This design comes from an exercise in tuning for small area on the open sky130 flow, not from production work. At most, simulation tests tie the RTL to the original design; equivalence was not proved. No activity file was given, so power comes from the tool's default toggle rates.

Design Guitar_Villains, start of the top module:
module Guitar_Villains(
    input logic clk,
    input logic n_rst,
    input logic [3:0]button,
    input logic chip_select,
    output logic [6:0]top_row,
    output logic [6:0]bottom_row,
    output logic red_disp,
    output logic green_disp,
    output logic [6:0]ss0,
    output logic [6:0]ss1
);
Size: about 2400 cells after synthesis, roughly 310 flip-flops.
Settings: LEC_CHECK=0, ABC_AREA=1, CAP_MARGIN=20, CORE_MARGIN=2, CORE_UTILIZATION=60, CTS_BUF_LIST=sky130_fd_sc_hd__clkbuf_8, SLEW_MARGIN=20; clock period 20.0 ns.
run.sh (not shown) runs the stock make flow with config.mk's settings and CLKGATE_MAP_FILE= SYNTH_SCRIPT=/design/flow/synth_recipe.tcl, a recipe that flattens the netlist after the stock synthesis.
Edit:
CTS_BUF_LIST = sky130_fd_sc_hd__clkbuf_16   (was sky130_fd_sc_hd__clkbuf_8)
CTS_CLUSTER_DIAMETER = 100   (was unset)
CTS_CLUSTER_SIZE = 24   (was unset)
Effect: The changed run ran to the end with no violations. Power goes down by about 7%. Clock-buffer cell count goes down by 51. Final area goes down by about 3%. Clock skew goes down by 0.0052 ns.
Function was not checked in any run of this note: the RTL went through the layout flow alone.

Another version of the RTL of Guitar_Villains (not shown whole).
Size: about 1,700 cells after synthesis, ~300 flip-flops, roughly 37 I/O pins.
## Guitar_Villains
module Guitar_Villains(
    input logic clk,
    input logic n_rst,
    input logic [3:0]button,
    input logic chip_select,
    output logic [6:0]top_row,
    output logic [6:0]bottom_row,
    output logic red_disp,
    output logic green_disp,
    output logic [6:0]ss0,
    output logic [6:0]ss1
);
  localparam IDLE = 3'd1;
  localparam EDIT = 3'd2;
  localparam DIFF = 3'd3;
  localparam RUN = 3'd4;
  localparam PAUSE = 3'd5;
  localparam FINISH = 3'd6;
  function automatic [4:0] bdig(input [3:0] a, input [3:0] b, input ci, input weird);
    logic [4:0] c;
    logic [3:0] z;
    logic ov, k;
    c[0] = ci;
    for (int i = 0; i < 4; i++) begin
      z[i] = a[i] ^ b[i] ^ c[i];
      c[i+1] = (a[i] & b[i]) | (c[i] & (a[i] ^ b[i]));
    end
    ov = c[4] | (z[3] & (z[2] | z[1]));
    k = ov & (z[2] | z[1]);
    bdig[0] = z[0];
    bdig[1] = z[1] ^ ov;
    bdig[2] = z[2] ^ (ov & ~z[1]);
  ...
==> flow/config.mk <==
export PLATFORM = sky130hd
export DESIGN_NAME = Guitar_Villains
export DESIGN_NICKNAME = Guitar_Villains
export VERILOG_FILES = /design/flow/design.v
export SDC_FILE = /design/flow/constraint.sdc
export NUM_CORES = 4
export LEC_CHECK = 0
export ABC_AREA = 1
export CAP_MARGIN = 20
export CORE_MARGIN = 2
export CORE_UTILIZATION = 60
export CTS_BUF_LIST = sky130_fd_sc_hd__clkbuf_16
export CTS_CLUSTER_DIAMETER = 100
export CTS_CLUSTER_SIZE = 24
export SLEW_MARGIN = 20
==> flow/constraint.sdc <==
create_clock -name core_clock -period 20.0 [get_ports {clk}]
set_input_delay 4.0000 -clock core_clock [delete_from_list [all_inputs] [get_ports {clk}]]
set_output_delay 4.0000 -clock core_clock [all_outputs]
set_load 0.01 [all_outputs]
standard.sh (not shown) runs the stock make flow with config.mk's settings and CLKGATE_MAP_FILE= SYNTH_SCRIPT=/design/flow/synth_recipe.tcl, a recipe that flattens the netlist after the stock synthesis.
==> flow/flow/run.sh <==
#!/bin/bash
# Own layout flow: the standard ORFS flow (standard.sh) with these changes,
# all made through ORFS's own variables:
#  - synthesis maps the logic with an area-oriented ABC script (abc_area.script
#    here: five rounds of &b / &dch / &nf with relaxed delay and pin
#    permutation, no buffering or gate
#    upsizing); ORFS's scripts are used from a copy whose abc_area.script is
#    this one. Registers and every other synthesis step are unchanged;
#  - half-adder cells are added to the don't-use list, so Yosys's extract_fa
#    leaves XOR logic to ABC;
#  - port buffers use the smallest buffer cell instead of clkdlybuf4s50_1;
#  - clock tree synthesis without dummy loads, clkbuf_16 leaf clusters of up
#    to 27 sinks.
# Each tool's full output stays in orfs/logs/; make's output goes to flow.log.
set -euo pipefail
here=$(pwd)
platform_dont_use=$(sed -n '/^export DONT_USE_CELLS += /,/[^\\]$/p' \
  "$FLOW_HOME/platforms/sky130hd/config.mk" | tr -d '\\' | sed 's/export DONT_USE_CELLS += //' | tr -s ' \n' ' ')
rm -rf "$here/orfs_scripts"
cp -r "$FLOW_HOME/scripts" "$here/orfs_scripts"
cp "$here/flow/abc_area.script" "$here/orfs_scripts/abc_area.script"
export BUFFER_PORTS_ARGS="-buffer_cell sky130_fd_sc_hd__buf_1"
export CTS_ARGS="-sink_clustering_enable -repair_clock_nets -dont_use_dummy_load -buf_list sky130_fd_sc_hd__clkbuf_16 -sink_clustering_size 27 -sink_clustering_max_diameter 110"
bash standard.sh "SCRIPTS_DIR=$here/orfs_scripts" \
  "DONT_USE_CELLS=$platform_dont_use sky130_fd_sc_hd__ha_1 sky130_fd_sc_hd__ha_2 sky130_fd_sc_hd__ha_4" \
  finish > flow.log 2>&1
==> flow/flow/abc_area.script <==
strash
&get -n
&st
&b
&dch
&nf -R 1000 -p
&st
&b
&dch
&nf -R 1000 -p
&st
&b
&dch
&nf -R 1000 -p
&st
&b
&dch
&nf -R 1000 -p
&st
&b
&dch
&nf -R 1000 -p
&put
topo
stime -c
Rerun with:
--- a/flow/flow/run.sh
+++ b/flow/flow/run.sh
@@ -12,3 +12,3 @@
 #  - clock tree synthesis without dummy loads, clkbuf_16 leaf clusters of up
-#    to 27 sinks.
+#    to 24 sinks.
 # Each tool's full output stays in orfs/logs/; make's output goes to flow.log.
@@ -22,3 +22,3 @@
 export BUFFER_PORTS_ARGS="-buffer_cell sky130_fd_sc_hd__buf_1"
-export CTS_ARGS="-sink_clustering_enable -repair_clock_nets -dont_use_dummy_load -buf_list sky130_fd_sc_hd__clkbuf_16 -sink_clustering_size 27 -sink_clustering_max_diameter 110"
+export CTS_ARGS="-sink_clustering_enable -repair_clock_nets -dont_use_dummy_load -buf_list sky130_fd_sc_hd__clkbuf_16 -sink_clustering_size 24 -sink_clustering_max_diameter 100"
 bash standard.sh "SCRIPTS_DIR=$here/orfs_scripts" \
Result: Wire length drops by about 0.4%; via count is about the same; power climbs by about 0.4%; design area hardly moves; die area does not change; cell count hardly moves.

==> what the ideal ports hide <==
No port has a modelled driver above. Below, the same layouts with a new extraction and two added sets of constraints. Step 1 (the two cells are an assumption about what drives the block):
set clk [get_ports {clk}]
set_driving_cell -lib_cell sky130_fd_sc_hd__clkbuf_16 $clk
set_driving_cell -lib_cell sky130_fd_sc_hd__buf_2 [delete_from_list [all_inputs] $clk]
Step 2 adds t to the input delays and takes it off the output delays; t is the mean of the earliest and latest rising clock arrival at the registers after step 1. Input paths then give back, and output paths get back, about the clock's delay inside the block. Three values: no drivers, after step 1, after step 2; two values: the first two.
run	t (ns)	setup slack, ns	worst setup path after step 2	latest minus earliest clock arrival (ns)	worst data-port slew with drivers (ns)
the first run of note 1	0.644	1.049 / 0.999 / 1.643	register to output	0.028 / 0.028	0.05
the second run of note 1	0.558	1.048 / 0.995 / 1.553	register to output	0.024 / 0.024	0.05
the first run of note 2	0.551	1.222 / 1.170 / 1.722	register to output	0.042 / 0.043	0.04
the second run of note 2	0.547	1.271 / 1.223 / 1.770	register to output	0.046 / 0.046	0.04
After both steps every run listed still meets setup and hold.
